This is an optimization exercise on Yosys and OpenROAD, whose aim is small area and a short achievable clock period, not a production implementation. Only simulation tests tie the RTL to the original design; equivalence was not proved. Power and IR drop assume default switching activity.

==> flow/design.v <==
module mux_2x1 (
input logic [12:0] a,b,
input logic sel,
output logic [12:0] mux_out
);
always_comb begin
case(sel)
1'b0: mux_out = a;
1'b1: mux_out = b;
endcase
end 
endmodule
module mux_3x1 (
input logic [31:0] A,B,C,
input logic [1:0] sel,
output logic [31:0] mux3		
);
always_comb begin
case(sel)
2'b00 : mux3 = A;
2'b01 : mux3 = B;
2'b10 : mux3 = C;
2'b11 : mux3 = 0;
endcase
end
endmodule
module mux_AB_sel (
input logic [31:0] a,b,
input logic select,
output logic [31:0] result 		
);
always_comb begin
case(select)
1'b0 : result = a;
1'b1 : result = b;
endcase
end
endmodule
module next_PC_calculator (
input logic [12:0] number_a, number_b, 
output logic [12:0] sum
);
assign sum = number_a + number_b;
endmodule
module PC_adder (
input logic [31:0] a,
input logic [31:0] b,
output logic [31:0] c
);
assign c = a + b;
endmodule
module D_flipflop (
input logic [12:0] D, 
input logic clk, rst, en,
output logic [12:0] Q
);
always_ff@ (posedge clk or negedge rst) begin
if (!rst)
begin
Q <= 0;
end
else begin
if (!en)
begin
Q <= D;
end
else if (en)
begin
Q <= Q;
end 
end
end
endmodule
module program_counter (
input logic [12:0] PC_branch,
input logic clk_i,
input logic rst_ni,
input logic selPC,
input logic enable,
output reg [12:0] current_PC,
output reg [12:0] PC_plus_4
);
logic [12:0] mux_output;
logic [12:0] PC_now;
logic [12:0] PC_next;
assign current_PC = PC_now;
assign PC_plus_4 = PC_next;
next_PC_calculator next_PC(.number_a(PC_now),
.number_b(4),
.sum(PC_next)
);
 mux_2x1 PC_select (.a(PC_next), 
.b(PC_branch),
.sel(selPC),
.mux_out(mux_output)
);
D_flipflop reg_1 (.D(mux_output), 
.en(enable),
.clk(clk_i),
.rst(rst_ni),
.Q(PC_now)
);
endmodule
module fetch_cycle (
input logic clk, rst,
input logic flush,
input logic PCSrcE,
input logic StallF,
input logic StallD,
input logic [12:0] PCTargetE,
output logic [12:0] imem_addr_o,
input logic [31:0] imem_rdata_i,
output logic [31:0] InstrD,
output logic [12:0] PCD, PCPlus4D
);
logic [12:0] PCF;
logic [12:0] PCPlus4F;
reg [31:0] InstrF_reg;
reg [12:0] PCF_reg;
reg [12:0] PCPlus4F_reg; 
program_counter PC_module (.clk_i(clk),
.enable(StallF),
.rst_ni(rst),
.selPC(PCSrcE),
.PC_branch(PCTargetE),
.current_PC(PCF),
.PC_plus_4(PCPlus4F)
);
logic [31:0] InstrF;
assign imem_addr_o = PCF;
assign InstrF = imem_rdata_i;
always@ (posedge clk or negedge rst) begin
if (rst == 1'b0)
begin
InstrF_reg <= 32'h00000000;
PCF_reg <= 13'b0;
PCPlus4F_reg <= 13'b0;
end
else begin
if (flush == 1'b1)
begin
InstrF_reg <= 32'h00000000;
PCF_reg <= 13'b0;
PCPlus4F_reg <= 13'b0;
end
else if (StallD == 1'b0)
begin
InstrF_reg <= InstrF;
PCF_reg <= PCF;
PCPlus4F_reg <= PCPlus4F;
end
end
end
assign InstrD = InstrF_reg;
assign PCD = PCF_reg;
assign PCPlus4D = PCPlus4F_reg;
endmodule
module alu_dec(
    input logic [6:0] func7,
    input logic [2:0] func3,
    input logic instr30,
    output logic [3:0] alucontrol
	);
    always_comb begin
	 alucontrol = 4'b0000;
	 if(func7 == 7'b1100011 && func3 == 3'b001)  
	 begin
	 alucontrol = 4'b0001;  
	 end
	 else if(func7 == 7'b1100011 && func3 == 3'b000)  
	 begin
	 alucontrol = 4'b0001;  
	 end
	 else if(func7 == 7'b1100011 && func3 == 3'b100)  
	 begin
	 alucontrol = 4'b0010;  
	 end
	 else if(func7 == 7'b1100011 && func3 == 3'b110)  
	 begin
	 alucontrol = 4'b0011;  
	 end
	 else if (func7 == 7'b1101111 || func7 == 7'b0010111 || func7 == 7'b0100011 || func7 == 7'b0110111 ) 
	 begin
	 alucontrol = 4'b0000;  
	 end
	 else if (func7 == 7'b0010011)
	 begin
	 case(func3)
	 3'b000 : alucontrol = 4'b0000;  
	 3'b010 : alucontrol = 4'b0010;  
	 3'b011 : alucontrol = 4'b0011;  
	 3'b100 : alucontrol = 4'b0100;  
	 3'b110 : alucontrol = 4'b0101;  
	 3'b111 : alucontrol = 4'b0110;  
	 3'b001 : alucontrol = 4'b0111;  
	 3'b101 : case(instr30)
	        1'b0 : alucontrol = 4'b1000;  
			  1'b1 : alucontrol = 4'b1001;  
			  endcase
	 endcase
	 end
	 else if (func7 == 7'b0110011)
	 begin
	 case(func3)
	 3'b000 : case(instr30)
	        1'b0 : alucontrol = 4'b0000;  
			  1'b1 : alucontrol = 4'b0001;  
			  endcase
	 3'b001 : alucontrol = 4'b0111;  
	 3'b010 : alucontrol = 4'b0010;  
	 3'b011 : alucontrol = 4'b0011;  
	 3'b100 : alucontrol = 4'b0100;  
	 3'b101 : case(instr30)
	        1'b0 : alucontrol = 4'b1000;  
			  1'b1 : alucontrol = 4'b1001;  
			  endcase
	 3'b110 : alucontrol = 4'b0101;  
	 3'b111 : alucontrol = 4'b0110;  
	 endcase
	 end
	 else if (func7 == 7'b0000011 || func7 == 7'b1100111)
	 begin
	 alucontrol = 4'b0000;  
	 end
	 end
	 endmodule
module ctrl_unit (
   input logic [6:0] funct7,
   input logic [2:0] funct3,
	input logic inst30,
   output logic jump_sel,
   output logic br_sel,
   output logic rd_wren,
	output logic mem_wren,
	output logic op_b_sel,
	output logic [1:0] op_a_sel,
	output logic [6:0] imm_sel,
	output logic [1:0] wb_sel,
   output logic [3:0] alu_sel
	);
	alu_dec alu_decoder0 (.func7(funct7), .func3(funct3), .instr30(inst30),
	.alucontrol(alu_sel)
	);
	always_comb begin
	wb_sel = 2'b00;
	imm_sel = 7'b0000000;
	br_sel = 0;
	jump_sel = 0;
	op_b_sel = 0;
	op_a_sel = 2'b00;  
	mem_wren = 0;
	rd_wren = 0;
	if (funct7 == 7'b0110011)  
   begin
	wb_sel = 2'b00;
	br_sel = 0;
	jump_sel = 0;
	op_b_sel = 0;
	mem_wren = 0;
	rd_wren = 1;
	end
	else if (funct7 == 7'b0010011)  
	begin
	wb_sel = 2'b00;
	imm_sel = funct7;
	br_sel = 0;
	jump_sel = 0;
	op_b_sel = 1;
	mem_wren = 0;
	rd_wren = 1;
	end
	else if (funct7 == 7'b0000011)
	begin
	wb_sel = 2'b01;
	imm_sel = funct7;
	br_sel = 0;
	jump_sel = 0;
	op_b_sel = 1;
	mem_wren = 0;
	rd_wren = 1;
	end
	else if(funct7 == 7'b0100011)
	begin
	imm_sel = funct7;
	br_sel = 0;
	jump_sel = 0;
	op_b_sel = 1;
	mem_wren = 1;
	rd_wren = 0;
	end
	else if(funct7 == 7'b1100011 && funct3 == 3'b001)  
	begin
	imm_sel = funct7;
	br_sel = 1;
	jump_sel = 0;
	op_b_sel = 0;
	mem_wren = 0;
	rd_wren = 0;
	end
	else if(funct7 == 7'b1100011 && funct3 == 3'b000)  
	begin
	imm_sel = funct7;
	br_sel = 1;
	jump_sel = 0;
	op_b_sel = 0;
	mem_wren = 0;
	rd_wren = 0;
	end
	else if(funct7 == 7'b1100011 && funct3 == 3'b100)  
	begin
	imm_sel = funct7;
	br_sel = 1;
	jump_sel = 0;
	op_b_sel = 0;
	mem_wren = 0;
	rd_wren = 0;
	end
	else if(funct7 == 7'b1100011 && funct3 == 3'b110)  
	begin
	imm_sel = funct7;
	br_sel = 1;
	jump_sel = 0;
	op_b_sel = 0;
	mem_wren = 0;
	rd_wren = 0;
	end
	else if (funct7 == 7'b1101111)  
	begin
	imm_sel = funct7;
	wb_sel = 2'b10;
	br_sel = 1;
	jump_sel = 1;
	op_b_sel = 1;
	mem_wren = 0;
	rd_wren = 1;
	end
	else if (funct7 == 7'b1100111)  
	begin
	imm_sel = 7'b0010011;
	wb_sel = 2'b10;
	br_sel = 1;
	jump_sel = 1;
	op_b_sel = 1;
	mem_wren = 0;
	rd_wren = 1;
	end
	else if (funct7 == 7'b0010111)  
	begin 
	imm_sel = funct7;
	wb_sel = 2'b00;
	br_sel = 0;
	jump_sel = 0;
	op_b_sel = 1;
	op_a_sel = 2'b01;
	mem_wren = 0;
	rd_wren = 1;
	end
	else if (funct7 == 7'b0110111)  
	begin
	imm_sel = 7'b0010111;  
	wb_sel = 2'b00;
	op_a_sel = 2'b10;
	br_sel = 0;
	jump_sel = 0;
	op_b_sel = 1;
	mem_wren = 0;
	rd_wren = 1;
	end
end
	endmodule
module immediate_generator (
   input logic [31:0] instruction,
   output logic [31:0] immOut,
   input logic [6:0] opcode
	);
   always_comb 
   case (opcode)
        7'b0010011: immOut  = { {21{instruction[31]}}, instruction[30:25], instruction[24:21], instruction[20]};    
        7'b0100011: immOut  = { {21{instruction[31]}}, instruction[30:25], instruction[11:8], instruction[7]};      
        7'b0010111: immOut  = { instruction[31], instruction[30:20], instruction[19:12], {12{1'b0}} };              
        7'b0000011: immOut  = { {21{instruction[31]}}, instruction[30:25], instruction[24:21], instruction[20]};    
        7'b1101111: immOut  = { {12{instruction[31]}}, instruction[19:12], instruction[20], instruction[30:25], instruction[24:21], {1{1'b0}}};   
        7'b1100011: immOut  = { {20{instruction[31]}}, instruction[7], instruction[30:25], instruction[11:8], {1{1'b0}}};   
        default: immOut = 32'b0;
		  endcase
		  endmodule 
module regfile (
  input logic clk_i,
  input logic rst_ni,
  input logic [4:0] rs1_addr,
  input logic [4:0] rs2_addr,
  input logic [4:0] rd_addr,
  input logic [31:0] rd_data,
  input logic rd_wren,
  output logic [31:0] rs1_data,
  output logic [31:0] rs2_data
  );
  reg [31:0] register[0:31];
  integer i;
  assign rs1_data = (rs1_addr == 0) ? 0 :
                    (rd_wren && (rd_addr == rs1_addr)) ? rd_data : register[rs1_addr];
  assign rs2_data = (rs2_addr == 0) ? 0 :
                    (rd_wren && (rd_addr == rs2_addr)) ? rd_data : register[rs2_addr];
  always@ (posedge clk_i or negedge rst_ni) begin
    if (!rst_ni) 
	 begin
      for (i=0;i<32;i=i+1) begin
	   register[i] <= 0;
	   end
	 end
    else begin
	 if (rd_wren)
	 begin
	 register[rd_addr] <= rd_data;
	 end
	 end
	 end
	 endmodule
module decode_cycle (
input logic clk, RegWriteW, rst,
input logic flush,
input logic [31:0] InstrD,
input logic [31:0] ResultW,
input logic [12:0] PCD,PCPlus4D,
input logic [4:0] rd_addr_W,
output logic [1:0] op_a_sel_E,
output logic JalrE,
output logic [2:0] funct3_E,
output logic RegWriteE,
output logic MemWriteE,
output logic BrE,
output logic JumpE,
output logic [3:0] ALUControlE,
output logic [1:0] ResultSrcE,
output logic op_b_sel_E,
output logic [31:0] rs1_E,
output logic [31:0] rs2_E,
output logic [31:0] immOut_E,
output logic [4:0] rd_addr_E,
output logic [12:0] PCE,
output logic [12:0] PCPlus4E,
output logic [4:0] rs1_addr_E,
output logic [4:0] rs2_addr_E,
output logic [4:0] rs1_addr_D_out,
output logic [4:0] rs2_addr_D_out
);
logic RegWriteD;
logic MemWriteD;
logic BrD;
logic JumpD;
logic [3:0] ALUControlD;
logic [1:0] ResultSrcD;
logic [6:0] ImmSrcD;
logic op_b_sel_D;
logic [1:0] op_a_sel_D;
logic [31:0] rs1_D;
logic [31:0] rs2_D;
logic [31:0] immOut_D;
logic [4:0] rs1_addr_D;
logic [4:0] rs2_addr_D;
assign rs1_addr_D = InstrD[19:15];
assign rs2_addr_D = InstrD[24:20];
ctrl_unit control (.funct7(InstrD[6:0]),
.funct3(InstrD[14:12]),
.inst30(InstrD[30]),
.br_sel(BrD),
.jump_sel(JumpD),
.rd_wren(RegWriteD),
.mem_wren(MemWriteD),
.op_b_sel(op_b_sel_D),
.op_a_sel(op_a_sel_D),
.imm_sel(ImmSrcD),
.wb_sel(ResultSrcD),
.alu_sel(ALUControlD)
 );
 regfile rf (.clk_i(clk),
.rst_ni(rst),
.rs1_addr(InstrD[19:15]),
.rs2_addr(InstrD[24:20]),
.rd_addr(rd_addr_W),
.rd_data(ResultW),
.rd_wren(RegWriteW),
.rs1_data(rs1_D),
.rs2_data(rs2_D)
 );
 immediate_generator imm_ext(.instruction(InstrD),
.immOut(immOut_D),
.opcode(ImmSrcD)
 );
reg RegWriteD_reg;
reg MemWriteD_reg;
reg BrD_reg;
reg JumpD_reg;
reg [3:0] ALUControlD_reg;
reg [1:0] ResultSrcD_reg;
reg op_b_sel_D_reg;
reg [1:0] op_a_sel_D_reg;
reg JalrD_reg;
reg [2:0] funct3_D_reg;
reg [31:0] rs1_D_reg;
reg [31:0] rs2_D_reg;
reg [31:0] immOut_D_reg;
reg [4:0] rd_addr_D_reg;
reg [12:0] PCD_reg;
reg [12:0] PCPlus4D_reg;
reg [4:0] rs1_addr_D_reg;
reg [4:0] rs2_addr_D_reg;
always@ (posedge clk or negedge rst) begin
if (rst == 1'b0)
begin
RegWriteD_reg <= 1'b0;
MemWriteD_reg <= 1'b0;
BrD_reg <= 1'b0;
JumpD_reg <= 1'b0;
ALUControlD_reg <= 4'b0;
ResultSrcD_reg <= 2'b0;
op_b_sel_D_reg <= 1'b0;
rs1_D_reg <= 32'b0;
rs2_D_reg <= 32'b0;
immOut_D_reg <= 32'b0;
rd_addr_D_reg <= 5'b0;
PCD_reg <= 13'b0;
PCPlus4D_reg <= 13'b0;
rs1_addr_D_reg <= 5'b0;
rs2_addr_D_reg <= 5'b0;
op_a_sel_D_reg <= 2'b0;
JalrD_reg <= 1'b0;
funct3_D_reg <= 3'b0;
end
else if (flush == 1'b1) begin
RegWriteD_reg <= 1'b0;
MemWriteD_reg <= 1'b0;
BrD_reg <= 1'b0;
JumpD_reg <= 1'b0;
ALUControlD_reg <= 4'b0;
ResultSrcD_reg <= 2'b0;
op_b_sel_D_reg <= 1'b0;
rs1_D_reg <= 32'b0;
rs2_D_reg <= 32'b0;
immOut_D_reg <= 32'b0;
rd_addr_D_reg <= 5'b0;
PCD_reg <= 13'b0;
PCPlus4D_reg <= 13'b0;
rs1_addr_D_reg <= 5'b0;
rs2_addr_D_reg <= 5'b0;
op_a_sel_D_reg <= 2'b0;
JalrD_reg <= 1'b0;
funct3_D_reg <= 3'b0;
end
else begin
op_a_sel_D_reg <= op_a_sel_D;
JalrD_reg <= (InstrD[6:0] == 7'b1100111);
funct3_D_reg <= InstrD[14:12];
RegWriteD_reg <= RegWriteD;
MemWriteD_reg <= MemWriteD;
BrD_reg <= BrD;
JumpD_reg <= JumpD;
ALUControlD_reg <= ALUControlD;
ResultSrcD_reg <= ResultSrcD;
op_b_sel_D_reg <= op_b_sel_D;
rs1_D_reg <= rs1_D;
rs2_D_reg <= rs2_D;
immOut_D_reg <= immOut_D;
rd_addr_D_reg <= InstrD[11:7];
PCD_reg <= PCD;
PCPlus4D_reg <= PCPlus4D;
rs1_addr_D_reg <= rs1_addr_D;
rs2_addr_D_reg <= rs2_addr_D;
end
end
assign op_a_sel_E = op_a_sel_D_reg;
assign JalrE = JalrD_reg;
assign funct3_E = funct3_D_reg;
assign RegWriteE = RegWriteD_reg;
assign MemWriteE = MemWriteD_reg;
assign BrE = BrD_reg;
assign JumpE = JumpD_reg;
assign ALUControlE = ALUControlD_reg;
assign ResultSrcE = ResultSrcD_reg;
assign op_b_sel_E = op_b_sel_D_reg;
assign rs1_E =  rs1_D_reg;
assign rs2_E =  rs2_D_reg;
assign immOut_E = immOut_D_reg;
assign rd_addr_E =  rd_addr_D_reg;
assign PCE = PCD_reg;
assign PCPlus4E = PCPlus4D_reg;
assign rs1_addr_E = rs1_addr_D_reg;
assign rs2_addr_E = rs2_addr_D_reg;
assign rs1_addr_D_out = rs1_addr_D;
assign rs2_addr_D_out = rs2_addr_D;
endmodule
  module alu (
  input logic [31:0] operand_a,
  input logic [31:0] operand_b,
  input logic [3:0] alu_op,
  output logic [31:0] alu_data,
  output logic br_less,
  output logic br_less_u,
  output logic br_equal
  );
  logic [31:0] a_xor_b;
  logic [31:0] a_or_b;
  logic [31:0] a_and_b;
  logic [31:0] sll;
  logic [31:0] srl;
  logic [31:0] sra;
  logic [31:0] not_b;
  logic [31:0] sum_or_sub;
  logic [31:0] mux_2x1;
  logic [32:0] compare_unsigned;
  logic slt;
  logic sltu;
  assign a_xor_b = operand_a ^ operand_b;
  assign a_or_b = operand_a | operand_b;
  assign a_and_b = operand_a & operand_b;
  assign sll = operand_a << operand_b[4:0];
  assign srl = operand_a >> operand_b[4:0];
  assign sra = $signed(operand_a) >>> operand_b[4:0];
  assign not_b = ~operand_b;
  assign mux_2x1 = (alu_op[0] == 1'b0) ? operand_b:not_b;
  assign sum_or_sub = operand_a + mux_2x1 + {31'b0,alu_op[0]};
  assign compare_unsigned = {1'b0,operand_a} + {1'b0,not_b} + 33'd1;
  assign sltu = ~compare_unsigned[32];
  assign slt = (operand_a[31] ^ operand_b[31]) ? operand_a[31] : compare_unsigned[31];
  assign br_less = slt;
  assign br_less_u = sltu;
  assign br_equal = (operand_a == operand_b) ? 1 : 0;
  always_comb begin 
  case (alu_op)
  4'b0000 : alu_data = sum_or_sub;  
  4'b0001 : alu_data = sum_or_sub;  
  4'b0010 : alu_data = {31'b0,slt};
  4'b0011 : alu_data = {31'b0,sltu};
  4'b0100 : alu_data = a_xor_b;
  4'b0101 : alu_data = a_or_b;
  4'b0110 : alu_data = a_and_b;
  4'b0111 : alu_data = sll;
  4'b1000 : alu_data = srl;
  4'b1001 : alu_data = sra;
  default : alu_data = 32'b0;
  endcase
  end
  endmodule
module execute_cycle (
input logic clk, rst,
input logic [1:0] op_a_sel_E,
input logic JalrE,
input logic [2:0] funct3_E,
input logic RegWriteE,
input logic MemWriteE,
input logic BrE,
input logic JumpE,
input logic [3:0] ALUControlE,
input logic [1:0] ResultSrcE,
input logic op_b_sel_E,
input logic [31:0] rs1_E,
input logic [31:0] rs2_E,
input logic [31:0] immOut_E,
input logic [4:0] rd_addr_E,
input logic [12:0] PCE,
input logic [12:0] PCPlus4E,
input logic [1:0] ForwardAE,
input logic [1:0] ForwardBE,
input logic [31:0] ResultW,
output logic [12:0] PCTargetE,
output logic PCSrcE,
output logic RegWriteM,
output logic MemWriteM,
output logic [1:0] ResultSrcM,
output logic [31:0] ALUResultM,
output logic [31:0] WriteDataM,
output logic [4:0] rd_addr_M,
output logic [12:0] PCPlus4M
);
logic [31:0] SrcA;
logic [31:0] SrcB;
logic [31:0] srcA_forward;
logic [31:0] srcB_forward;
logic [31:0] ResultE;
logic br_less_E;
logic br_less_u_E;
logic br_equal_E;
logic br_taken_E;
logic [31:0] PC_result;
reg RegWriteE_reg;
reg [1:0] ResultSrcE_reg;
reg MemWriteE_reg;
reg [31:0] ResultE_reg;
reg [31:0] rs2_E_reg;  
reg [4:0] rd_addr_E_reg;
reg [12:0] PCPlus4E_reg;
mux_3x1 op_A_forward (.A(rs1_E),
.B(ResultW),
.C(ALUResultM),
.sel(ForwardAE),
.mux3(srcA_forward)
);
mux_3x1 op_B_forward (.A(rs2_E),
.B(ResultW),
.C(ALUResultM),
.sel(ForwardBE),
.mux3(srcB_forward)
);
mux_3x1 alu_src_A (.A(srcA_forward),
.B({19'b0,PCE}),
.C(32'b0),
.sel(op_a_sel_E),
.mux3(SrcA)
);
mux_AB_sel alu_src_B (.a(srcB_forward),
.b(immOut_E),
.select(op_b_sel_E),
.result(SrcB)
);
alu alu_unit (.operand_a(SrcA),
.operand_b(SrcB),
.alu_op(ALUControlE),
.alu_data(ResultE),
.br_less(br_less_E),
.br_less_u(br_less_u_E),
.br_equal(br_equal_E)
);
PC_adder PC_branch_compute (.a(JalrE ? srcA_forward : {19'b0,PCE}),
.b(immOut_E),
.c(PC_result)
);
always_comb begin
case (funct3_E)
3'b000 : br_taken_E = br_equal_E;
3'b001 : br_taken_E = ~br_equal_E;
3'b100 : br_taken_E = br_less_E;
3'b110 : br_taken_E = br_less_u_E;
default : br_taken_E = 1'b0;
endcase
end
always@ (posedge clk or negedge rst) begin
if (rst == 1'b0)
begin
RegWriteE_reg <= 1'b0;
MemWriteE_reg <= 1'b0;
ResultE_reg <= 32'b0;
ResultSrcE_reg <= 2'b0;
rs2_E_reg <= 32'b0;
rd_addr_E_reg <= 5'b0;
PCPlus4E_reg <= 13'b0;
end
else begin
RegWriteE_reg <= RegWriteE;
MemWriteE_reg <= MemWriteE;
ResultE_reg <= ResultE;
ResultSrcE_reg <= ResultSrcE;
rs2_E_reg <= srcB_forward;
rd_addr_E_reg <= rd_addr_E;
PCPlus4E_reg <= PCPlus4E;
end
end
assign PCSrcE = (BrE & br_taken_E) | (JumpE); 
assign PCTargetE = {PC_result[12:1], PC_result[0] & ~JalrE};
assign RegWriteM = RegWriteE_reg;
assign MemWriteM = MemWriteE_reg;
assign ALUResultM = ResultE_reg;
assign ResultSrcM = ResultSrcE_reg;
assign WriteDataM = rs2_E_reg;
assign rd_addr_M = rd_addr_E_reg;
assign PCPlus4M = PCPlus4E_reg;
endmodule
module reg32 (
 input logic clk_reg,
 input logic rstn_reg,
 input logic reg_we,
 input logic [9:0] operand_a, operand_b,
 input logic [31:0] reg_in,
 output logic [31:0] reg_out
 );
 always_ff@(posedge clk_reg,negedge rstn_reg)
 begin
 if (!rstn_reg) 
 begin
 reg_out <= 0;
 end
 else begin
 if ((reg_we) && (operand_a >= operand_b) && ((operand_a) <= (operand_b + 9))) 
 begin
 reg_out <= reg_in;
 end
 end
 end
 endmodule
 module data_region (
 input logic clk_d,
 input logic [5:0] d_addr,
 input logic wren,
 input logic [31:0] data_in,
 output logic [31:0] data_out
 );
 reg[31:0] data_mem[0:63];
 assign data_out = (wren == 0) ? data_mem[d_addr] : 0;
 always@(posedge clk_d) begin
 if(wren)
 begin
 data_mem[d_addr] <= data_in;
 end
 end
 endmodule
 module final_mux (
 input [9:0] main_addr,
 input [31:0] a, c,
 output [31:0] mux_out
 );
 assign mux_out = (main_addr < 512) ? a :
 (main_addr > 575 && main_addr < 640) ? c : 0;
 endmodule
 module lsu (
 input logic clk_i, 
 input logic [9:0] addr,
 input logic [31:0] st_data,
 input logic st_en,
 input logic rst_ni,
 input logic [31:0] io_sw,
 output logic [31:0] ld_data,
 output logic [31:0] io_hex0,
 output logic [31:0] io_hex1,
 /*verilator lint_off unused*/
 output logic [31:0] io_hex2,
 output logic [31:0] io_hex3,
 output logic [31:0] io_hex4,
 output logic [31:0] io_hex5,
 output logic [31:0] io_hex6,
 output logic [31:0] io_hex7,
 output logic [31:0] io_ledr,
 output logic [31:0] io_ledg,
 output logic [31:0] io_lcd
 /*verilator lint_on unused*/
 );
 logic [31:0] data_region_out;
 logic data_we;
 logic [5:0] daddr;
 assign data_we = (addr < 512 && st_en) ? 1 : 0;
 assign daddr = addr[5:0];
 reg32 hex0 (.clk_reg(clk_i),
 .reg_we(st_en),
 .rstn_reg(rst_ni),
 .operand_a(addr),
 .operand_b(10'h200),
 .reg_in(st_data),
 .reg_out(io_hex0)
 );
 reg32 hex1 (.clk_reg(clk_i),
 .reg_we(st_en),
 .rstn_reg(rst_ni),
 .operand_a(addr),
 .operand_b(10'h210),
 .reg_in(st_data),
 .reg_out(io_hex1)
 );
 reg32 hex2 (.clk_reg(clk_i),
 .reg_we(st_en),
 .rstn_reg(rst_ni),
 .operand_a(addr),
 .operand_b(10'h220),
 .reg_in(st_data),
 .reg_out(io_hex2)
 );
 reg32 hex3 (.clk_reg(clk_i),
 .reg_we(st_en),
 .rstn_reg(rst_ni),
 .operand_a(addr),
 .operand_b(10'h230),
 .reg_in(st_data),
 .reg_out(io_hex3)
 );
 reg32 hex4 (.clk_reg(clk_i),
 .reg_we(st_en),
 .rstn_reg(rst_ni),
 .operand_a(addr),
 .operand_b(10'h240),
 .reg_in(st_data),
 .reg_out(io_hex4)
 );
 reg32 hex5 (.clk_reg(clk_i),
 .reg_we(st_en),
 .rstn_reg(rst_ni),
 .operand_a(addr),
 .operand_b(10'h250),
 .reg_in(st_data),
 .reg_out(io_hex5)
 );
 reg32 hex6 (.clk_reg(clk_i),
 .reg_we(st_en),
 .rstn_reg(rst_ni),
 .operand_a(addr),
 .operand_b(10'h260),
 .reg_in(st_data),
 .reg_out(io_hex6)
 );
 reg32 hex7 (.clk_reg(clk_i),
 .reg_we(st_en),
 .rstn_reg(rst_ni),
 .operand_a(addr),
 .operand_b(10'h270),
 .reg_in(st_data),
 .reg_out(io_hex7)
 );
 reg32 ledr (.clk_reg(clk_i),
 .reg_we(st_en),
 .rstn_reg(rst_ni),
 .operand_a(addr),
 .operand_b(10'h280),
 .reg_in(st_data),
 .reg_out(io_ledr)
 );
 reg32 ledg (.clk_reg(clk_i),
 .reg_we(st_en),
 .rstn_reg(rst_ni),
 .operand_a(addr),
 .operand_b(10'h290),
 .reg_in(st_data),
 .reg_out(io_ledg)
 );
 reg32 lcd (.clk_reg(clk_i),
 .reg_we(st_en),
 .rstn_reg(rst_ni),
 .operand_a(addr),
 .operand_b(10'h2A0),
 .reg_in(st_data),
 .reg_out(io_lcd)
 );
 data_region region_0 (.clk_d(clk_i),
 .d_addr(daddr),
 .wren(data_we),
 .data_in(st_data),
 .data_out(data_region_out)
 );
 final_mux output_select (.main_addr(addr),
 .a(data_region_out),
 .c(io_sw),
 .mux_out(ld_data)
 );
 endmodule
module decoder_7seg (
input logic [3:0] data,
output logic [6:0] hexcode
); 
always_comb begin
case(data)
4'b0000 : hexcode = 7'b0000001;  
4'b0001 : hexcode = 7'b1001111;  
4'b0010 : hexcode = 7'b0010010;  
4'b0011 : hexcode = 7'b0000110;  
4'b0100 : hexcode = 7'b1001100;  
4'b0101 : hexcode = 7'b0100100;  
4'b0110 : hexcode = 7'b0100000;  
4'b0111 : hexcode = 7'b0001111;  
4'b1000 : hexcode = 7'b0000000;  
4'b1001 : hexcode = 7'b0000100;  
4'b1010 : hexcode = 7'b0001000;  
4'b1011 : hexcode = 7'b1100000;  
4'b1100 : hexcode = 7'b0110001;  
4'b1101 : hexcode = 7'b1000010;  
4'b1110 : hexcode = 7'b0110000;  
4'b1111 : hexcode = 7'b0111000;  
default : hexcode = 7'b1111111;
endcase
end 
endmodule		  
module memory_cycle (
input logic clk, rst,
input logic [31:0] io_sw_M,
input logic RegWriteM,
input logic MemWriteM,
input logic [1:0] ResultSrcM,
input logic [31:0] ALUResultM,
input logic [31:0] WriteDataM,
input logic [4:0] rd_addr_M,
input logic [12:0] PCPlus4M,
output logic RegWriteW,
output logic [1:0] ResultSrcW,
output logic [31:0] ALUResultW,
output logic [31:0] ReadData_W,
output logic [4:0] rd_addr_W,
output logic [12:0] PCPlus4W,
output logic [6:0] io_hex0_M,
output logic [6:0] io_hex1_M,
output logic [31:0] io_hex2_M,
output logic [31:0] io_hex3_M,
output logic [31:0] io_hex4_M,
output logic [31:0] io_hex5_M,
output logic [31:0] io_hex6_M,
output logic [31:0] io_hex7_M, 
output logic [31:0] io_ledr_M,
output logic [31:0] io_ledg_M,
output logic [31:0] io_lcd_M
);
logic [31:0] ReadData_M;
logic [31:0] hex0_o_M;
logic [31:0] hex1_o_M;
reg RegWriteM_reg;
reg [1:0] ResultSrcM_reg;
reg [31:0] ALUResultM_reg;
reg [31:0] ReadDataM_reg;
reg [4:0] rd_addr_M_reg;
reg [12:0] PCPlus4M_reg;
lsu DMEM(.clk_i(clk), 
.addr(ALUResultM[9:0]),
.io_sw(io_sw_M),
.st_data(WriteDataM),
.st_en(MemWriteM),
.rst_ni(rst),
.ld_data(ReadData_M),
.io_hex0(hex0_o_M),
.io_hex1(hex1_o_M),
.io_hex2(io_hex2_M),
.io_hex3(io_hex3_M),
.io_hex4(io_hex4_M),
.io_hex5(io_hex5_M),
.io_hex6(io_hex6_M),
.io_hex7(io_hex7_M),
.io_ledr(io_ledr_M),
.io_ledg(io_ledg_M),
.io_lcd(io_lcd_M)
);
decoder_7seg hex0 (.data(hex0_o_M[3:0]),
.hexcode(io_hex0_M)
);
decoder_7seg hex1 (.data(hex1_o_M[3:0]),
.hexcode(io_hex1_M)
);
always @(posedge clk or negedge rst) begin
if (rst == 1'b0) 
begin
RegWriteM_reg <= 1'b0;
ResultSrcM_reg <= 2'b0;
ALUResultM_reg <= 32'b0;
ReadDataM_reg <= 32'b0;
rd_addr_M_reg <= 5'b0;
PCPlus4M_reg <= 13'b0;
end
else begin
RegWriteM_reg <= RegWriteM;
ResultSrcM_reg <= ResultSrcM;
ALUResultM_reg <= ALUResultM;
ReadDataM_reg <= ReadData_M;
rd_addr_M_reg <= rd_addr_M;
PCPlus4M_reg <= PCPlus4M;
end
end
assign RegWriteW = RegWriteM_reg;
assign ResultSrcW = ResultSrcM_reg;
assign ALUResultW = ALUResultM_reg;
assign ReadData_W = ReadDataM_reg;
assign rd_addr_W = rd_addr_M_reg;
assign PCPlus4W = PCPlus4M_reg;
endmodule
module WB_cycle (
input logic [1:0] ResultSrcW,
input logic [31:0] ALUResultW,
input logic [31:0] ReadDataW,
input logic [12:0] PCPlus4W,
output logic [31:0] ResultW
);
mux_3x1 WBselect (
.A(ALUResultW),
.B(ReadDataW),
.C({19'b0,PCPlus4W}),
.sel(ResultSrcW),
.mux3(ResultW)
);
endmodule
module hazard_unit (
input logic rst, RegWriteM, RegWriteW,
input logic PCSrcE, ResultSrcEb0,
input logic [4:0] rd_addr_M, rd_addr_W, rd_addr_E, rs1_addr_E, rs2_addr_E, rs1_addr_D, rs2_addr_D, 
output logic [1:0] ForwardAE, ForwardBE,
output logic StallF, StallD, FlushD, FlushE
);
assign ForwardAE = (rst == 1'b0) ? 2'b00 : 
((RegWriteM == 1'b1) && (rs1_addr_E != 5'b0) && (rd_addr_M == rs1_addr_E)) ? 2'b10 :
((RegWriteW == 1'b1) && (rs1_addr_E != 5'b0) && (rd_addr_W == rs1_addr_E)) ? 2'b01 : 2'b00;
assign ForwardBE = (rst == 1'b0) ? 2'b00 : 
((RegWriteM == 1'b1) && (rs2_addr_E != 5'b0) && (rd_addr_M == rs2_addr_E)) ? 2'b10 :
((RegWriteW == 1'b1) && (rs2_addr_E != 5'b0) && (rd_addr_W == rs2_addr_E)) ? 2'b01 : 2'b00;
logic lwStallD;
assign lwStallD = ResultSrcEb0 & ((rs1_addr_D == rd_addr_E) | (rs2_addr_D == rd_addr_E));
assign StallD = lwStallD;
assign StallF = lwStallD;
assign FlushD = PCSrcE;
assign FlushE = lwStallD | PCSrcE;
endmodule
module pipelined (
input logic clk_i,
input logic rst_ni,
input logic [31:0] io_sw_i,
output logic [12:0] imem_addr_o,
input logic [31:0] imem_rdata_i,
output logic [12:0] pc_debug_o,
output logic [31:0] io_lcd_o,
output logic [31:0] io_ledr_o,
output logic [31:0] io_ledg_o,
output logic [6:0] io_hex0_o,
output logic [6:0] io_hex1_o,
  /*verilator lint_off UNUSED*/
output logic [31:0] io_hex2_o,
output logic [31:0] io_hex3_o,
output logic [31:0] io_hex4_o,
output logic [31:0] io_hex5_o,
output logic [31:0] io_hex6_o,
output logic [31:0] io_hex7_o
  /*verilator lint_on UNUSED*/
);
logic PCSrcE;
logic [12:0] PCTargetE;
logic [31:0] InstrD;
logic [12:0] PCD;
logic [12:0] PCE;
logic [12:0] PCPlus4D;
logic [12:0] PCPlus4E;
logic [12:0] PCPlus4M;
logic [12:0] PCPlus4W;
logic RegWriteW;
logic [4:0] rd_addr_W;
logic [31:0] ResultW;
logic RegWriteE;
logic MemWriteE;
logic BrE;
logic JumpE;
logic [3:0] ALUControlE;
logic [1:0] op_a_sel_E;
logic JalrE;
logic [2:0] funct3_E;
logic [1:0] ResultSrcE;
logic op_b_sel_E;
logic [31:0] rs1_E;
logic [31:0] rs2_E;
logic [31:0] immOut_E;
logic [4:0] rd_addr_E;
logic RegWriteM;
logic MemWriteM;
logic [1:0] ResultSrcM;
logic [31:0] ALUResultM;
logic [31:0] WriteDataM;
logic [4:0] rd_addr_M;
logic [1:0] ResultSrcW;
logic [31:0] ALUResultW;
logic [31:0] ReadData_W;
logic [4:0] rs1_addr_E;
logic [4:0] rs2_addr_E;
logic [4:0] rs1_addr_D;
logic [4:0] rs2_addr_D;
logic [1:0] ForwardAE;
logic [1:0] ForwardBE;
logic StallF;
logic StallD;
logic FlushD;
logic FlushE;
fetch_cycle fetch (.clk(clk_i),
.rst(rst_ni),
.flush(FlushD),
.imem_addr_o(imem_addr_o),
.imem_rdata_i(imem_rdata_i),
.PCSrcE(PCSrcE),
.StallF(StallF),
.StallD(StallD),
.PCTargetE(PCTargetE),
.InstrD(InstrD),
.PCD(PCD), 
.PCPlus4D(PCPlus4D)
);
decode_cycle decode (.clk(clk_i), 
.rst(rst_ni),
.flush(FlushE),
.op_a_sel_E(op_a_sel_E),
.JalrE(JalrE),
.funct3_E(funct3_E),
.RegWriteW(RegWriteW),
.InstrD(InstrD),
.ResultW(ResultW),
.PCD(PCD),
.PCPlus4D(PCPlus4D),
.rd_addr_W(rd_addr_W),
.RegWriteE(RegWriteE),
.MemWriteE(MemWriteE),
.BrE(BrE),
.JumpE(JumpE),
.ALUControlE(ALUControlE),
.ResultSrcE(ResultSrcE),
.op_b_sel_E(op_b_sel_E),
.rs1_E(rs1_E),
.rs2_E(rs2_E),
.immOut_E(immOut_E),
.rd_addr_E(rd_addr_E),
.PCE(PCE),
.PCPlus4E(PCPlus4E),
.rs1_addr_E(rs1_addr_E),
.rs2_addr_E(rs2_addr_E),
.rs1_addr_D_out(rs1_addr_D),
.rs2_addr_D_out(rs2_addr_D)
);
execute_cycle execute (.clk(clk_i), 
.rst(rst_ni),
.op_a_sel_E(op_a_sel_E),
.JalrE(JalrE),
.funct3_E(funct3_E),
.RegWriteE(RegWriteE),
.MemWriteE(MemWriteE),
.BrE(BrE),
.JumpE(JumpE),
.ALUControlE(ALUControlE),
.ResultSrcE(ResultSrcE),
.op_b_sel_E(op_b_sel_E),
.rs1_E(rs1_E),
.rs2_E(rs2_E),
.immOut_E(immOut_E),
.rd_addr_E(rd_addr_E),
.PCE(PCE),
.PCPlus4E(PCPlus4E),
.ForwardAE(ForwardAE),
.ForwardBE(ForwardBE),
.ResultW(ResultW),
.PCTargetE(PCTargetE),
.PCSrcE(PCSrcE),
.RegWriteM(RegWriteM),
.MemWriteM(MemWriteM),
.ResultSrcM(ResultSrcM),
.ALUResultM(ALUResultM),
.WriteDataM(WriteDataM),
.rd_addr_M(rd_addr_M),
.PCPlus4M(PCPlus4M)
);
memory_cycle memory (.clk(clk_i), 
.rst(rst_ni),
.io_sw_M(io_sw_i),
.RegWriteM(RegWriteM),
.MemWriteM(MemWriteM),
.ResultSrcM(ResultSrcM),
.ALUResultM(ALUResultM),
.WriteDataM(WriteDataM),
.rd_addr_M(rd_addr_M),
.PCPlus4M(PCPlus4M),
.RegWriteW(RegWriteW),
.ResultSrcW(ResultSrcW),
.ALUResultW(ALUResultW),
.ReadData_W(ReadData_W),
.rd_addr_W(rd_addr_W),
.PCPlus4W(PCPlus4W),
.io_hex0_M(io_hex0_o),
.io_hex1_M(io_hex1_o),
.io_hex2_M(io_hex2_o),
.io_hex3_M(io_hex3_o),
.io_hex4_M(io_hex4_o),
.io_hex5_M(io_hex5_o),
.io_hex6_M(io_hex6_o),
.io_hex7_M(io_hex7_o), 
.io_ledr_M(io_ledr_o),
.io_ledg_M(io_ledg_o),
.io_lcd_M(io_lcd_o)
);
WB_cycle writeback (.ResultSrcW(ResultSrcW),
.ALUResultW(ALUResultW),
.ReadDataW(ReadData_W),
.PCPlus4W(PCPlus4W),
.ResultW(ResultW)
);
hazard_unit hazard_handler (.rst(rst_ni), 
.RegWriteM(RegWriteM), 
.RegWriteW(RegWriteW),
.ResultSrcEb0(ResultSrcE[0]),
.PCSrcE(PCSrcE),
.rd_addr_M(rd_addr_M), 
.rd_addr_W(rd_addr_W), 
.rd_addr_E(rd_addr_E),
.rs1_addr_E(rs1_addr_E), 
.rs2_addr_E(rs2_addr_E),
.rs1_addr_D(rs1_addr_D),
.rs2_addr_D(rs2_addr_D),
.ForwardAE(ForwardAE), 
.ForwardBE(ForwardBE),
.StallF(StallF),
.StallD(StallD),
.FlushD(FlushD),
.FlushE(FlushE)
);
assign pc_debug_o = PCD;
endmodule
module pipeline_top (
	input logic clk_i,
	input logic rst_ni, 
	input logic [31:0] io_sw_i,
	output logic [12:0] imem_addr_o,
	input logic [31:0] imem_rdata_i,
	output logic [12:0] pc_debug_o, 
	output logic [31:0] io_lcd_o,
	output logic [31:0] io_ledr_o,
	output logic [31:0] io_ledg_o,
	output logic [6:0] io_hex0_o,
	output logic [6:0] io_hex1_o,
	output logic [31:0] io_hex2_o,
	output logic [31:0] io_hex3_o,
	output logic [31:0] io_hex4_o,
	output logic [31:0] io_hex5_o,
	output logic [31:0] io_hex6_o,
	output logic [31:0] io_hex7_o
	);
	pipelined dut (
	.clk_i(clk_i),
	.rst_ni(rst_ni), 
	.io_sw_i(io_sw_i),
	.imem_addr_o(imem_addr_o),
	.imem_rdata_i(imem_rdata_i),
	.pc_debug_o(pc_debug_o),
	.io_lcd_o(io_lcd_o),
	.io_ledr_o(io_ledr_o),
	.io_ledg_o(io_ledg_o),
	.io_hex0_o(io_hex0_o),
	.io_hex1_o(io_hex1_o),
	.io_hex2_o(io_hex2_o),
	.io_hex3_o(io_hex3_o),
	.io_hex4_o(io_hex4_o),
	.io_hex5_o(io_hex5_o),
	.io_hex6_o(io_hex6_o),
	.io_hex7_o(io_hex7_o)
	);
endmodule
==> flow/run.sh <==
#!/bin/bash
# synth_recipe.tcl (not shown) runs the flow's synth.tcl, then flattens the netlist and writes it again
# the make line also repeats each setting of config.mk as NAME=value (left out here)
make -C /OpenROAD-flow-scripts/flow DESIGN_CONFIG=/design/flow/config.mk WORK_HOME=/design/flow/orfs CLKGATE_MAP_FILE= SYNTH_SCRIPT=/design/flow/synth_recipe.tcl finish
==> flow/config.mk <==
export PLATFORM = sky130hd
export DESIGN_NAME = pipeline_top
export DESIGN_NICKNAME = pipeline_top
export VERILOG_FILES = /design/flow/design.v
export SDC_FILE = /design/flow/constraint.sdc
export NUM_CORES = 4
export LEC_CHECK = 0
export CAP_MARGIN = 20
export CORE_MARGIN = 2
export CORE_UTILIZATION = 40
export SLEW_MARGIN = 20
==> flow/constraint.sdc <==
create_clock -name core_clock -period 10.0 [get_ports {clk_i}]
set_input_delay 2.0000 -clock core_clock [delete_from_list [all_inputs] [get_ports {clk_i}]]
set_output_delay 2.0000 -clock core_clock [all_outputs]
set_load 0.01 [all_outputs]
==> impl_metrics.json <==
{
  "end_kind": "register",
  "synth_ff_type": "edfxtp_1",
  "postCtsResizedCells": 0,
  "initial_core_util_pct": 40.2,
  "synth_top_family_by_area": "multiplexers",
  "synthMuxAreaShare_pct": 12.7,
  "synth.area.top_cells": "edfxtp_1 (38%), dfrtp_1 (26%), mux4_2 (9.4%), o21ai_0 (3.4%), nand2_1 (3.1%)",
  "cts_setup_buffers": 0,
  "syn_area_um2": 161000,
  "largest_register_ff_count": 2048,
  "cts.sinks": 3727,
  "p_clk_share_pct": 41.5,
  "multi_input_area_um2": 54800,
  "die_y_um": 638,
  "intPower_mw": 26.1,
  "area.growth.synth_to_final_pct": 15.2,
  "drc_errors": 0,
  "ctsHoldBuffers": 0,
  "start_kind": "input port",
  "avgViaCountPerCell": 6.49,
  "yosysWarnings": 20,
  "numCtsBuffers": 374,
  "regMostFlops": "dut.memory.DMEM.region_0.data_mem",
  "synth_nets": 11800,
  "crit_buf_inv": 1,
  "p_per_area_nw_per_um2": 190,
  "worstHoldPathType": "register to register",
  "combPwrFrac_pct": 10.1,
  "yosysTopAreaCell": "edfxtp_1",
  "synth_xor_area_share_pct": 0.648,
  "crit_family": "compound AO/OA/AOI/OAI gates",
  "dpl_cell_area_um2": 172000,
  "synthTopCellsByCount": "edfxtp_1 (2048), dfrtp_1 (1679), nand2_1 (1311)",
  "firstDrtPassIters": 10,
  "wl_per_cell_um": 36.1,
  "cpPeakStageDelay_ns": 0.88,
  "maxCapViolCount": 0,
  "arrival_ns": 8.53,
  "synth_edf_count": 2048,
  "post-synth-top-count-cell": "edfxtp_1",
  "dpl.hpwl_um": 373000,
  "setup_viol_count_final": 0,
  "core_area_um2": 400000,
  "drt_iter0_markers": 18000,
  "dieWidth_um": 638,
  "fin_tns_setup_ns": 0,
  "synth-simple-area-share_pct": 6.98,
  "grt_pass1_vias": 110000,
  "syn_inst": 11600,
  "cp.required_ns": 10.79,
  "tightest_slew_ns": 1.30,
  "yosys_register_bits": 3727,
  "grt.overflow.total": 0,
  "status": "timing/DRC/antenna clean",
  "synth-async-reset-ratio_pct": 45.0,
  "worstPathCellList": "buf_16 -> nand2_1 -> or4_4 -> or3_1 -> o32ai_2 -> o31ai_2 -> ha_1 -> o21a_1 -> o21ai_0 -> nand2b_1 -> a21oi_1 -> o21a_1 -> o21ai_0 -> a21o_1 -> a21o_1 -> a21oi_1 -> o21ai_0 -> fa_1 -> nand2_1 -> nor3_1 -> a211oi_4 -> or3_1 -> a21oi_1",
  "path_clk_slew_ns": 0.07,
  "fillers": 34800,
  "vias": 113000,
  "irDropWorstVdd_v": 0.000156,
  "layout-drive-gt1-share_pct": 18.9,
  "crit_type": "input port to register",
  "min_period_ns": 7.74,
  "hold_violations": 0,
  "regArea_um2": 104000,
  "synth-compound-area-share_pct": 11.6,
  "p_seq_share_pct": 48.4,
  "top_regs": "dut.memory.DMEM.region_0.data_mem x2048, dut.decode.rf.register x992",
  "ys_seq_area_share_pct": 64.3,
  "layout_worst_path_cycle_share_pct": 77.4,
  "worst_path_max_delay_cell": "or3_1",
  "drv_slew": 0,
  "grt_max_degree": 171,
  "htree_levels": 5,
  "relSlewSlack_pct": 13.1,
  "grt_pass1_wl_um": 875000,
  "portBuffers": 393,
  "synthAdderAreaFrac_pct": 1.22,
  "timing.fmax_mhz": 129,
  "p_sw_mw": 9.08,
  "ys_types": 111,
  "cp_max_fo": 43,
  "antenna_found_initial": 45,
  "drt.antenna.violating_nets": 0,
  "p_sw_share_pct": 25.8,
  "leakage_nw": 69.0,
  "rsz0062_at_grt": "false",
  "synth_top_area_share_pct": 38.2,
  "totalWireLength_um": 630000,
  "ios": 394,
  "clock_latency_ns": 0.99,
  "dieArea_um2": 407000,
  "row_count": 232,
  "grt_usage_pct": 30.3,
  "cts_buffer_depth": 4,
  "cts_tree": "done",
  "root_buffer": "clkbuf_16",
  "gp_congestion": 1.01,
  "final_area_um2": 185000,
  "avgSynthCellArea_um2": 13.9,
  "nNetsFinal": 12000,
  "final.setup_skew_ns": 0.0616
}
==> power by group through the flow <==
| stage | Sequential [mW] | Clock (mW) | Combinational (mW) |
|---|---|---|---|
| floorplan | 17.1 | 0 | 1.84 |
| global placement | 17.3 | 0 | 3.44 |
| detailed placement | 17.3 | 0 | 3.48 |
| CTS | 17.0 | 14.7 | 3.48 |
| global route | 17.0 | 15.3 | 3.69 |
| finish | 17.0 | 14.6 | 3.56 |
==> per-stage QoR <==
step | power (mW) | setup WS, ns | util, % | instances | hold WS [ns]
after floorplan | 18.9 | 2.38 | - | 11600 | 0.331
after global placement | 20.8 | 1.39 | 43.0 | 16700 | 0.334
after detailed placement | 20.8 | 1.47 | 43.1 | 16700 | 0.335
after CTS | 35.2 | 2.48 | 46.2 | 17400 | 0.348
after global routing | 36.1 | 1.96 | 46.3 | 17400 | 0.349
final | 35.2 | 2.26 | 46.3 | 17500 | 0.346
==> placed cells by master, fill, tap and decap left out, types with 32 or more instances in the layout <==
| master | instances |
|---|---|
| edfxtp_1 | 2048 |
| dfrtp_1 | 1637 |
| nand2_1 | 1285 |
| o21ai_0 | 1101 |
| mux4_2 | 670 |
| a22oi_1 | 593 |
| clkdlybuf4s50_1 | 392 |
| nor2_1 | 386 |
| clkbuf_16 | 380 |
| buf_4 | 355 |
| a21oi_1 | 337 |
| mux2_2 | 318 |
| a22o_1 | 174 |
| mux2i_1 | 173 |
| nand4_1 | 157 |
| ha_1 | 152 |
| nand3_1 | 149 |
| a221oi_1 | 140 |
| nor3_1 | 123 |
| nor2_4 | 120 |
| inv_1 | 95 |
| xnor2_1 | 81 |
| clkbuf_1 | 73 |
| a222oi_1 | 69 |
| clkinv_2 | 66 |
| and2_1 | 56 |
| a21o_1 | 54 |
| o22ai_1 | 54 |
| clkbuf_8 | 45 |
| diode_2 | 43 |
| xor2_1 | 38 |
| clkinv_1 | 38 |
| bufinv_16 | 38 |
| o211ai_1 | 37 |
| nor4_1 | 35 |
| or2_2 | 34 |
| a211oi_1 | 32 |
==> path summary, 6_finish.rpt <==
check                                              from                              end  slack (ns)  cells after the start
min in group asynchronous                        rst_ni   dut.decode.rf.register[31][17]        0.89                      1
max in group asynchronous                        rst_ni  dut.memory.DMEM.hex7.reg_out[4]        3.41                      8
setup reg to reg           dut.decode.rs1_addr_D_reg[2]      dut.decode.immOut_D_reg[29]        2.70                     22
hold reg to reg             dut.decode.PCPlus4D_reg[10]     dut.execute.PCPlus4E_reg[10]        0.35                      0
setup / recovery                                 rst_ni      dut.decode.immOut_D_reg[29]        2.26                     23
hold / removal              dut.decode.PCPlus4D_reg[10]     dut.execute.PCPlus4E_reg[10]        0.35                      0
==> per-layer routing <==
layer	track usage [%]	part of all wire (%)
met1	39.3	37
met2	45.3	44
met3	9.26	12
met4	17.3	7.0
met5	0.0945	0.022
==> cells by family after synthesis <==
| group | count (synthesis) |
|---|---|
| flops | 3727 |
| buf+inv | 1013 |
| compound gates | 2846 |
| mux | 1166 |
| simple gates | 2561 |
| fa+ha+maj | 155 |
| xor+xnor | 119 |
==> cell type report <==
type                    count  share of cell area, %
diodes                     43                 0.0581
clock buffers             504                   5.64
clock inverters           191                   1.22
inverters                 103                  0.211
multi-input cells        6847                   29.6
flip-flops and latches   3727                   55.9
well taps                5265                   3.55
repair buffers            771                   3.84

[static timing again, ports no longer ideal]
The flow's constraints put no driver on any port. The routed layout listed below was extracted and timed again, unchanged, in two steps. Step 1 sets driving cells, clkbuf_16 on the clock port and buf_2 on the other inputs (assumed; they add their load-dependent delay and slew). Step 2 times the ports against the registers' clock, not the clock port: input delays grow and output delays shrink by t, the midpoint of the rising clock arrivals with the driver on. Slacks: ideal ports / drivers / drivers and shift; pairs: ideal ports / drivers.
t, ns: 1.052
setup WS [ns]: 2.257 / 2.256 / 1.203
hold WS [ns]: 0.346 / 0.346 / 0.346
worst register clock-pin slew, ns: 0.07 / 0.07
After both steps setup and hold are still met in this run. For this run, drivers alone change the setup slack by -0.001 ns; drivers and shift together by -1.054 ns.
